From an optimization exercise on the open Yosys and OpenROAD flow, aimed at small area, a short achievable clock period and few clock cycles; shortcuts taken in it are not production practice.
RTL that was checked went through simulation tests only; none was proved equivalent to the original.
Power and IR drop assume default switching activity.

12-03:
## div_unit
module div_unit
    (
        input logic clk,
        input logic rst,
        input logic init_clear,
        input logic instruction_issued_with_rd,
        input logic [4:0] issue_rd_addr,
        input logic [1:0] issue_fn3,
        input logic [4:0] issue_rs1_addr,
        input logic [4:0] issue_rs2_addr,
        input logic [31:0] rs1,
        input logic [31:0] rs2,
        input logic issue_new_request,
        input logic [3:0] issue_id,
        output logic issue_ready,
        input logic wb_ack,
        output logic wb_done,
        output logic [3:0] wb_id,
        output logic [31:0] wb_rd
    );
    localparam logic [2:0] IDLE = 3'd0;
    localparam logic [2:0] ALIGN = 3'd1;
    localparam logic [2:0] RUN = 3'd2;
    localparam logic [2:0] POW2 = 3'd3;
    localparam logic [2:0] POST = 3'd4;
    localparam logic [2:0] DONE = 3'd5;
    logic [2:0] state;
    logic [31:0] rem_r;      
    logic [31:0] div_r;      
    logic [31:0] quo_r;      
  ...
clock: 6.5 ns
lec_check: 0
cap_margin: 20
core_margin: 2
core_utilization: 40
setup_slack_margin: 2.0
slew_margin: 20
run.sh (not shown) runs the stock make flow with config.mk's settings and CLKGATE_MAP_FILE= SYNTH_SCRIPT=/design/flow/synth_recipe.tcl, a recipe that flattens the netlist after the stock synthesis.
For 01-20, these inputs were changed with respect to 12-03:
-- flow/design.v --
<<< 12-03, line 54
        input logic [31:0] remainder,
        input logic [31:0] divisor_e,
        input logic c,
        output logic [31:0] remainder_next,
        output logic [1:0] quotient_bits
>>> 01-20, line 54
        input logic [31:0] remainder,
        input logic [31:0] divisor_e,
        output logic [31:0] remainder_next,
        output logic [1:0] quotient_bits
<<< 12-03, line 68
    assign r = {3'b0, remainder};
    assign e = {3'b111, divisor_e};
    assign e2 = {e[33:0], c};
    assign s3 = r ^ e ^ e2;
    assign c3 = {(r[33:0] & e[33:0]) | (r[33:0] & e2[33:0]) | (e[33:0] & e2[33:0]), c};
    div_add add1 (.a(r), .b(e), .cin(c), .sum(t1));
    div_add add2 (.a(r), .b(e2), .cin(c), .sum(t2));
    div_add add3 (.a(s3), .b(c3), .cin(c), .sum(t3));
    logic fits1;
    logic fits2;
>>> 01-20, line 67
    assign r = {3'b0, remainder};
    assign e = {3'b111, divisor_e};
    assign e2 = {e[33:0], 1'b0};
    assign s3 = r ^ e ^ e2;
    assign c3 = {(r[33:0] & e[33:0]) | (r[33:0] & e2[33:0]) | (e[33:0] & e2[33:0]), 1'b0};
    div_add add1 (.a(r), .b(e), .sum(t1));
    div_add add2 (.a(r), .b(e2), .sum(t2));
    div_add add3 (.a(s3), .b(c3), .sum(t3));
    logic fits1;
    logic fits2;
<<< 12-03, line 91
        input logic [34:0] a,
        input logic [34:0] b,
        input logic cin,
        output logic [34:0] sum
    );
>>> 01-20, line 90
        input logic [34:0] a,
        input logic [34:0] b,
        output logic [34:0] sum
    );
<<< 12-03, line 105
        g0 = a & b;
        p0 = a ^ b;
        g0[0] = g0[0] | (p0[0] & cin);
        g = g0;
        p = p0;
>>> 01-20, line 103
        g0 = a & b;
        p0 = a ^ b;
        g = g0;
        p = p0;
<<< 12-03, line 127
        for (int i = 2; i < N; i += 2)
            carry[i] = g0[i] | (p0[i] & g[i-1]);
        sum[0] = p0[0] ^ cin;
        for (int i = 1; i < N; i++)
            sum[i] = p0[i] ^ carry[i-1];
>>> 01-20, line 124
        for (int i = 2; i < N; i += 2)
            carry[i] = g0[i] | (p0[i] & g[i-1]);
        sum[0] = p0[0];
        for (int i = 1; i < N; i++)
            sum[i] = p0[i] ^ carry[i-1];
<<< 12-03, line 249
        .remainder(rem_r),
        .divisor_e(div_r),
        .c(~negate_divisor),
        .remainder_next(rem_next),
        .quotient_bits(quotient_bits)
>>> 01-20, line 246
        .remainder(rem_r),
        .divisor_e(div_r),
        .remainder_next(rem_next),
        .quotient_bits(quotient_bits)
<<< 12-03, line 362
            rem_r <= rem_update;
    end
    always_ff @ (posedge clk) begin
        if (start)
            div_r <= rs2;
        else if (state == ALIGN)
            div_r <= shift_out ^ {32{~negate_divisor}};
        else if (state == RUN)
            div_r <= {2'b11, div_r[31:2]};
    end
    always_ff @ (posedge clk) begin
>>> 01-20, line 358
            rem_r <= rem_update;
    end
    logic [31:0] div_update;
    logic div_take_aligned;
    logic div_take_shifted;
    logic div_take_hold;
    assign div_take_aligned = (state == ALIGN);
    assign div_take_shifted = (state == RUN);
    assign div_take_hold = ~(div_take_aligned | div_take_shifted);
    assign div_update = (shift_out & {32{div_take_aligned}}) |
                        ({2'b11, div_r[31:2]} & {32{div_take_shifted}}) |
                        (div_r & {32{div_take_hold}});
    always_ff @ (posedge clk) begin
        if (start)
            div_r <= neg_rs2 ? rs2 : negate(rs2);
        else
            div_r <= div_update;
    end
    always_ff @ (posedge clk) begin
## What came out
- Global-route usage came out lower on 01-20 than on 12-03.
- 12-03 -> 01-20: average wire length per cell after detail routing decreased by a few percent
- Taking 12-03 over 01-20, the largest net degree at the start of global routing ratio works out to 1.3.
- Cmp 01-20 and 12-03 / compound-gate portion of the synthesized area / lower: 12-03
- Part of the power in combinational logic ended up 2.4 points higher on 01-20 than on 12-03.
- 12-03 has a lower count of unique library cells instantiated by Yosys than 01-20.
- [compare] base=12-03 new=01-20: met2 wirelength from detailed routing fell by 4.0%, final cell count now larger, worst-case hold slack rose by 6.5 ps, slack of the critical path picked up an extra 120 ps, sum of routed wire length over all layers shows a reduction of about 4%.
- Lower xor/xnor share of the synthesized area among 01-20 and 12-03: 12-03
- Sequential share of layout area: 01-20 < 12-03
- Looking at ratio of cells with drive above 1 in the final layout, 01-20 sits below 12-03.
Testbench counts of 01-20, summed over its fixed seeds: cycles 36,528.
For 12-03, only the layout was checked, not whether the RTL still works.

---

The RTL this note starts from:
==> flow/design.v <==
module clz_unit
    #(
        parameter WIDTH = 32
    )
    (
        input logic[WIDTH-1:0] clz_input,
        output logic[$clog2(WIDTH)-1:0] clz,
        output logic zero,
        output logic one_hot  
    );
    localparam TREE_WIDTH = 2**$clog2(WIDTH);
    localparam TREE_CLZ_WIDTH = $clog2(WIDTH)-1;
    localparam HALF_TREE_WIDTH = TREE_WIDTH/2;
    localparam WIDTH_DIFFERENCE = TREE_WIDTH - WIDTH;
    generate if (WIDTH == 2) begin : gen_base_case
            assign zero = ~(clz_input[1] | clz_input[0]);
            assign clz[0] = ~clz_input[1] & clz_input[0];
            assign one_hot = clz_input[1] ^ clz_input[0];
        end
        else begin : gen_recursive
            logic[TREE_WIDTH-1:0] padded_input;
            if (WIDTH_DIFFERENCE != 0)  
                assign padded_input = {clz_input, {WIDTH_DIFFERENCE{1'b0}}};
            else
                assign padded_input = clz_input;
            logic[TREE_CLZ_WIDTH-1:0] upper_clz;
            logic[TREE_CLZ_WIDTH-1:0] lower_clz;
            logic upper_zero;
            logic lower_zero;
            logic upper_one_hot;
            logic lower_one_hot;
            assign zero = upper_zero & lower_zero;
            assign one_hot = (upper_one_hot & lower_zero) | (upper_zero & lower_one_hot);
            assign clz[$clog2(WIDTH)-1] = upper_zero;
            clz_unit #(.WIDTH(HALF_TREE_WIDTH)) upper_tree (
                .clz_input(padded_input[TREE_WIDTH-1:HALF_TREE_WIDTH]),
                .clz(upper_clz),
                .zero(upper_zero),
                .one_hot(upper_one_hot)
            );
            clz_unit #(.WIDTH(HALF_TREE_WIDTH)) lower_tree (
                .clz_input(padded_input[HALF_TREE_WIDTH-1:0]),
                .clz(lower_clz),
                .zero(lower_zero),
                .one_hot(lower_one_hot)
            );
            for (genvar i = 0; i < TREE_CLZ_WIDTH; i++)  
                assign clz[i] = (~upper_zero & upper_clz[i]) | (upper_zero & lower_clz[i]);
        end
    endgenerate
endmodule
module div_core
    (
        input logic [31:0] remainder,
        input logic [31:0] divisor_e,
        input logic c,
        output logic [31:0] remainder_next,
        output logic [1:0] quotient_bits
    );
    logic [34:0] r;
    logic [34:0] e;
    logic [34:0] e2;
    logic [34:0] t1;
    logic [34:0] t2;
    logic [34:0] t3;
    logic [34:0] s3;
    logic [34:0] c3;
    assign r = {3'b0, remainder};
    assign e = {3'b111, divisor_e};
    assign e2 = {e[33:0], c};
    assign t1 = r + e + {34'b0, c};
    assign t2 = r + e2 + {34'b0, c};
    assign s3 = r ^ e ^ e2;
    assign c3 = {(r[33:0] & e[33:0]) | (r[33:0] & e2[33:0]) | (e[33:0] & e2[33:0]), c};
    assign t3 = s3 + c3 + {34'b0, c};
    logic fits1;
    logic fits2;
    logic fits3;
    logic [3:0] pick;
    assign fits1 = ~t1[34];
    assign fits2 = ~t2[34];
    assign fits3 = ~t3[34];
    assign pick = {fits3, fits2 & ~fits3, fits1 & ~fits2, ~fits1};
    assign quotient_bits = {fits2, fits3 | (fits1 & ~fits2)};
    assign remainder_next = (t3[31:0] & {32{pick[3]}}) | (t2[31:0] & {32{pick[2]}}) |
                            (t1[31:0] & {32{pick[1]}}) | (remainder & {32{pick[0]}});
endmodule
module div_unit
    (
        input logic clk,
        input logic rst,
        input logic init_clear,
        input logic instruction_issued_with_rd,
        input logic [4:0] issue_rd_addr,
        input logic [1:0] issue_fn3,
        input logic [4:0] issue_rs1_addr,
        input logic [4:0] issue_rs2_addr,
        input logic [31:0] rs1,
        input logic [31:0] rs2,
        input logic issue_new_request,
        input logic [3:0] issue_id,
        output logic issue_ready,
        input logic wb_ack,
        output logic wb_done,
        output logic [3:0] wb_id,
        output logic [31:0] wb_rd
    );
    localparam logic [2:0] IDLE = 3'd0;
    localparam logic [2:0] ALIGN = 3'd1;
    localparam logic [2:0] RUN = 3'd2;
    localparam logic [2:0] POW2 = 3'd3;
    localparam logic [2:0] POST = 3'd4;
    localparam logic [2:0] DONE = 3'd5;
    logic [2:0] state;
    logic [31:0] rem_r;      
    logic [31:0] div_r;      
    logic [31:0] quo_r;      
    logic [3:0] count;
    logic negate_dividend;
    logic negate_divisor;
    logic negate_quotient;
    logic remainder_op;
    logic [5:0] dividend_clz_r;
    logic [5:0] divisor_clz_r;
    logic dividend_neg_pow2;
    logic divisor_neg_pow2;
    logic divisor_pow2;
    logic [4:0] prev_div_rs1_addr;
    logic [4:0] prev_div_rs2_addr;
    logic prev_div_signed;
    logic prev_div_result_valid;
    logic signed_divop;
    logic div_op_reuse;
    assign signed_divop = ~issue_fn3[0];
    always_ff @(posedge clk) begin
        if (issue_new_request) begin
            prev_div_rs1_addr <= issue_rs1_addr;
            prev_div_rs2_addr <= issue_rs2_addr;
            prev_div_signed <= signed_divop;
        end
    end
    assign div_op_reuse = {prev_div_result_valid, prev_div_signed, prev_div_rs1_addr, prev_div_rs2_addr} == {1'b1, signed_divop, issue_rs1_addr, issue_rs2_addr};
    always_ff @ (posedge clk) begin
        if (rst)
            prev_div_result_valid <= 0;
        else if (issue_new_request)
            prev_div_result_valid <= ~((issue_rd_addr == issue_rs1_addr) | (issue_rd_addr == issue_rs2_addr));
        else if ((instruction_issued_with_rd & ((issue_rd_addr == prev_div_rs1_addr) | (issue_rd_addr == prev_div_rs2_addr))) | init_clear)
            prev_div_result_valid <= 0;
    end
    logic neg_rs1;
    logic neg_rs2;
    logic [4:0] rs1_clz;
    logic [4:0] rs2_clz;
    logic rs1_clz_zero;
    logic rs2_clz_zero;
    logic rs2_one_hot;
    logic [5:0] dividend_clz;
    logic [5:0] divisor_clz;
    logic rs1_neg_pow2;
    logic rs2_neg_pow2;
    logic rs2_pos_pow2;
    assign neg_rs1 = signed_divop & rs1[31];
    assign neg_rs2 = signed_divop & rs2[31];
    clz_unit #(.WIDTH(32)) rs1_clz_block (
        .clz_input(rs1 ^ {32{neg_rs1}}),
        .clz(rs1_clz),
        .zero(rs1_clz_zero),
        .one_hot()
    );
    clz_unit #(.WIDTH(32)) rs2_clz_block (
        .clz_input(rs2 ^ {32{neg_rs2}}),
        .clz(rs2_clz),
        .zero(rs2_clz_zero),
        .one_hot(rs2_one_hot)
    );
    assign dividend_clz = {rs1_clz_zero, rs1_clz & {5{~rs1_clz_zero}}};
    assign divisor_clz = {rs2_clz_zero, rs2_clz & {5{~rs2_clz_zero}}};
    assign rs1_neg_pow2 = neg_rs1 & ~|(~rs1[31:1] & rs1[30:0]);
    assign rs2_neg_pow2 = neg_rs2 & ~|(~rs2[31:1] & rs2[30:0]);
    assign rs2_pos_pow2 = ~neg_rs2 & rs2_one_hot;
    logic [6:0] clz_delta;
    logic divisor_zero;
    logic [4:0] divisor_log2;
    assign clz_delta = {1'b0, divisor_clz_r} - {1'b0, dividend_clz_r} + {6'b0, dividend_neg_pow2} - {6'b0, divisor_neg_pow2};
    assign divisor_zero = divisor_clz_r[5] & ~negate_divisor;
    assign divisor_log2 = ~divisor_clz_r[4:0] + {4'b0, divisor_neg_pow2};
    logic [31:0] rem_next;
    logic [1:0] quotient_bits;
    div_core divider_block (
        .remainder(rem_r),
        .divisor_e(div_r),
        .c(~negate_divisor),
        .remainder_next(rem_next),
        .quotient_bits(quotient_bits)
    );
    logic [31:0] rem_reversed;
    logic [31:0] shift_in;
    logic [31:0] shift_out;
    logic [31:0] shift_out_reversed;
    logic [4:0] shift_amount;
    logic [31:0] low_mask;
    always_comb begin
        for (int i = 0; i < 32; i++) begin
            rem_reversed[i] = rem_r[31-i];
            shift_out_reversed[i] = shift_out[31-i];
        end
    end
    assign shift_in = divisor_pow2 ? rem_reversed : div_r;
    assign shift_amount = divisor_pow2 ? divisor_log2 : {clz_delta[4:1], 1'b0}; 
    assign shift_out = shift_in << shift_amount;
    assign low_mask = ~(32'hffffffff << divisor_log2);
    logic start;
    logic quotient_zero;
    logic post_needed;
    logic wb_done_r;
    logic pow2_now;
    assign issue_ready = (state == IDLE) | wb_ack;
    assign start = issue_new_request & ~div_op_reuse;
    assign quotient_zero = divisor_zero | clz_delta[6];
    assign wb_done = wb_done_r | (state == ALIGN & quotient_zero);
    assign post_needed = negate_dividend | negate_quotient;
    assign pow2_now = (state == ALIGN & divisor_pow2 & ~negate_dividend) | (state == POW2);
    always_ff @ (posedge clk) begin
        if (rst) begin
            state <= IDLE;
            wb_done_r <= 0;
        end
        else if (issue_new_request) begin
            state <= div_op_reuse ? DONE : ALIGN;
            wb_done_r <= div_op_reuse;
        end
        else begin
            case (state)
                ALIGN : begin
                    if (quotient_zero) begin
                        state <= wb_ack ? IDLE : DONE;
                        wb_done_r <= ~wb_ack;
                    end
                    else if (divisor_pow2 & ~negate_dividend) begin
                        state <= post_needed ? POST : DONE;
                        wb_done_r <= ~post_needed;
                    end
                    else
                        state <= divisor_pow2 ? POW2 : RUN;
                end
                RUN : begin
                    if (count == 0) begin
                        state <= post_needed ? POST : DONE;
                        wb_done_r <= ~post_needed;
                    end
                end
                POW2 : state <= POST;
                POST : begin
                    state <= DONE;
                    wb_done_r <= 1;
                end
                DONE : begin
                    if (wb_ack) begin
                        state <= IDLE;
                        wb_done_r <= 0;
                    end
                end
                default : state <= IDLE;
            endcase
        end
    end
    always_ff @ (posedge clk) begin
        if (issue_new_request) begin
            wb_id <= issue_id;
            remainder_op <= issue_fn3[1];
        end
        if (start) begin
            negate_dividend <= neg_rs1;
            negate_divisor <= neg_rs2;
            negate_quotient <= neg_rs1 ^ neg_rs2;
            dividend_clz_r <= dividend_clz;
            divisor_clz_r <= divisor_clz;
            dividend_neg_pow2 <= rs1_neg_pow2;
            divisor_neg_pow2 <= rs2_neg_pow2;
            divisor_pow2 <= rs2_neg_pow2 | rs2_pos_pow2;
        end
    end
    logic [31:0] rem_negated;
    logic [31:0] rem_update;
    logic rem_take_mask;
    logic rem_take_negated;
    logic rem_take_next;
    logic rem_take_hold;
    assign rem_negated = -rem_r;
    assign rem_take_mask = pow2_now;
    assign rem_take_negated = (state == ALIGN & ~divisor_pow2 & negate_dividend & ~quotient_zero) |
                              (state == ALIGN & divisor_pow2 & negate_dividend & ~quotient_zero) |
                              (state == POST & negate_dividend);
    assign rem_take_next = (state == RUN);
    assign rem_take_hold = ~(rem_take_mask | rem_take_negated | rem_take_next);
    assign rem_update = (rem_r & low_mask & {32{rem_take_mask}}) |
                        (rem_negated & {32{rem_take_negated}}) |
                        (rem_next & {32{rem_take_next}}) |
                        (rem_r & {32{rem_take_hold}});
    always_ff @ (posedge clk) begin
        if (start)
            rem_r <= rs1;
        else
            rem_r <= rem_update;
    end
    always_ff @ (posedge clk) begin
        if (start)
            div_r <= rs2;
        else if (state == ALIGN)
            div_r <= shift_out ^ {32{~negate_divisor}};
        else if (state == RUN)
            div_r <= {2'b11, div_r[31:2]};
    end
    always_ff @ (posedge clk) begin
        if (start)
            quo_r <= {32{~|rs2}};
        else if (pow2_now)
            quo_r <= shift_out_reversed;
        else if (state == RUN)
            quo_r <= {quo_r[29:0], quotient_bits};
        else if (state == POST & negate_quotient)
            quo_r <= -quo_r;
    end
    always_ff @ (posedge clk) begin
        if (state == ALIGN)
            count <= clz_delta[4:1];
        else if (state == RUN)
            count <= count - 1;
    end
    assign wb_rd = remainder_op ? rem_r : quo_r;
endmodule
export LEC_CHECK = 0
export CAP_MARGIN = 20
export CORE_MARGIN = 2
export CORE_UTILIZATION = 40
export SETUP_SLACK_MARGIN = 2.0
export SLEW_MARGIN = 20
create_clock -name core_clock -period 6.5 [get_ports {clk}]
Testbench counts at the start, summed over its fixed seeds: cycles 36,275.
Then changed:
--- a/flow/design.v
+++ b/flow/design.v
@@ -70,23 +70,30 @@
     assign e2 = {e[33:0], c};
     assign t1 = r + e + {34'b0, c};
     assign t2 = r + e2 + {34'b0, c};
     assign s3 = r ^ e ^ e2;
     assign c3 = {(r[33:0] & e[33:0]) | (r[33:0] & e2[33:0]) | (e[33:0] & e2[33:0]), c};
     assign t3 = s3 + c3 + {34'b0, c};
-    logic fits1;
-    logic fits2;
-    logic fits3;
-    logic [3:0] pick;
-    assign fits1 = ~t1[34];
-    assign fits2 = ~t2[34];
-    assign fits3 = ~t3[34];
-    assign pick = {fits3, fits2 & ~fits3, fits1 & ~fits2, ~fits1};
-    assign quotient_bits = {fits2, fits3 | (fits1 & ~fits2)};
-    assign remainder_next = (t3[31:0] & {32{pick[3]}}) | (t2[31:0] & {32{pick[2]}}) |
-                            (t1[31:0] & {32{pick[1]}}) | (remainder & {32{pick[0]}});
+    always_comb begin
+        if (~t3[34]) begin
+            quotient_bits = 2'b11;
+            remainder_next = t3[31:0];
+        end
+        else if (~t2[34]) begin
+            quotient_bits = 2'b10;
+            remainder_next = t2[31:0];
+        end
+        else if (~t1[34]) begin
+            quotient_bits = 2'b01;
+            remainder_next = t1[31:0];
+        end
+        else begin
+            quotient_bits = 2'b00;
+            remainder_next = remainder;
+        end
+    end
 endmodule
 module div_unit
     (
         input logic clk,
         input logic rst,
         input logic init_clear,
@@ -217,13 +224,13 @@
     logic pow2_now;
     assign issue_ready = (state == IDLE) | wb_ack;
     assign start = issue_new_request & ~div_op_reuse;
     assign quotient_zero = divisor_zero | clz_delta[6];
     assign wb_done = wb_done_r | (state == ALIGN & quotient_zero);
     assign post_needed = negate_dividend | negate_quotient;
-    assign pow2_now = (state == ALIGN & divisor_pow2 & ~negate_dividend) | (state == POW2);
+    assign pow2_now = (state == ALIGN & divisor_pow2 & ~negate_dividend & ~quotient_zero) | (state == POW2);
     always_ff @ (posedge clk) begin
         if (rst) begin
             state <= IDLE;
             wb_done_r <= 0;
         end
         else if (issue_new_request) begin
@@ -278,34 +285,23 @@
             divisor_clz_r <= divisor_clz;
             dividend_neg_pow2 <= rs1_neg_pow2;
             divisor_neg_pow2 <= rs2_neg_pow2;
             divisor_pow2 <= rs2_neg_pow2 | rs2_pos_pow2;
         end
     end
-    logic [31:0] rem_negated;
-    logic [31:0] rem_update;
-    logic rem_take_mask;
-    logic rem_take_negated;
-    logic rem_take_next;
-    logic rem_take_hold;
-    assign rem_negated = -rem_r;
-    assign rem_take_mask = pow2_now;
-    assign rem_take_negated = (state == ALIGN & ~divisor_pow2 & negate_dividend & ~quotient_zero) |
-                              (state == ALIGN & divisor_pow2 & negate_dividend & ~quotient_zero) |
-                              (state == POST & negate_dividend);
-    assign rem_take_next = (state == RUN);
-    assign rem_take_hold = ~(rem_take_mask | rem_take_negated | rem_take_next);
-    assign rem_update = (rem_r & low_mask & {32{rem_take_mask}}) |
-                        (rem_negated & {32{rem_take_negated}}) |
-                        (rem_next & {32{rem_take_next}}) |
-                        (rem_r & {32{rem_take_hold}});
     always_ff @ (posedge clk) begin
         if (start)
             rem_r <= rs1;
-        else
-            rem_r <= rem_update;
+        else if (pow2_now)
+            rem_r <= rem_r & low_mask;
+        else if (state == ALIGN & ~quotient_zero & negate_dividend)
+            rem_r <= -rem_r;
+        else if (state == RUN)
+            rem_r <= rem_next;
+        else if (state == POST & negate_dividend)
+            rem_r <= -rem_r;
     end
     always_ff @ (posedge clk) begin
         if (start)
             div_r <= rs2;
         else if (state == ALIGN)
             div_r <= shift_out ^ {32{~negate_divisor}};
The new run completed without violations.
Via count goes up by a few percent.
Wire length increases by a little under a tenth.
Final area climbs by a few percent.
Core utilization goes up by 0.94 points.
Synthesized area rose slightly.
Final cell count went up slightly.
For the second run of this note, only the layout was checked, not whether the RTL still works.

==> what the ideal ports hide <==
No port has a modelled driver above. Below, the same layouts with a new extraction and two added sets of constraints. Step 1: set_driving_cell puts a clkbuf_16 on clk and a buf_2 on each other input, an assumption about the parent block. Step 2, shift: input delay + t, output delay - t, t = (earliest + latest rising clock arrival at the registers) / 2. This alone moves slack from input paths to output paths. a / b / c = ideal / step 1 / step 2; a / b = the first two.
| run | t (ns) | setup WS [ns] | hold WS [ns] | latest minus earliest clock arrival (ns) | slew at the worst register clock pin (ns) |
|---|---|---|---|---|---|
| 12-03 | 0.522 | 2.031 / 2.031 / 1.670 | 0.497 / 0.497 / 0.497 | 0.016 / 0.016 | 0.08 / 0.08 |
| 01-20 | 0.522 | 2.149 / 2.149 / 1.980 | 0.504 / 0.504 / 0.504 | 0.016 / 0.017 | 0.08 / 0.08 |
| the first run of note 2 | 0.553 | 2.067 / 2.009 / 1.760 | 0.523 / 0.523 / 0.523 | 0.016 / 0.016 | 0.08 / 0.08 |
| the second run of note 2 | 0.526 | 1.837 / 1.837 / 1.752 | 0.540 / 0.540 / 0.540 | 0.017 / 0.017 | 0.08 / 0.08 |
After both steps setup and hold are still met in every run listed. The setup slack of 12-03, which loses most, moves by 0.000 ns with the drivers and by -0.361 ns with both steps.
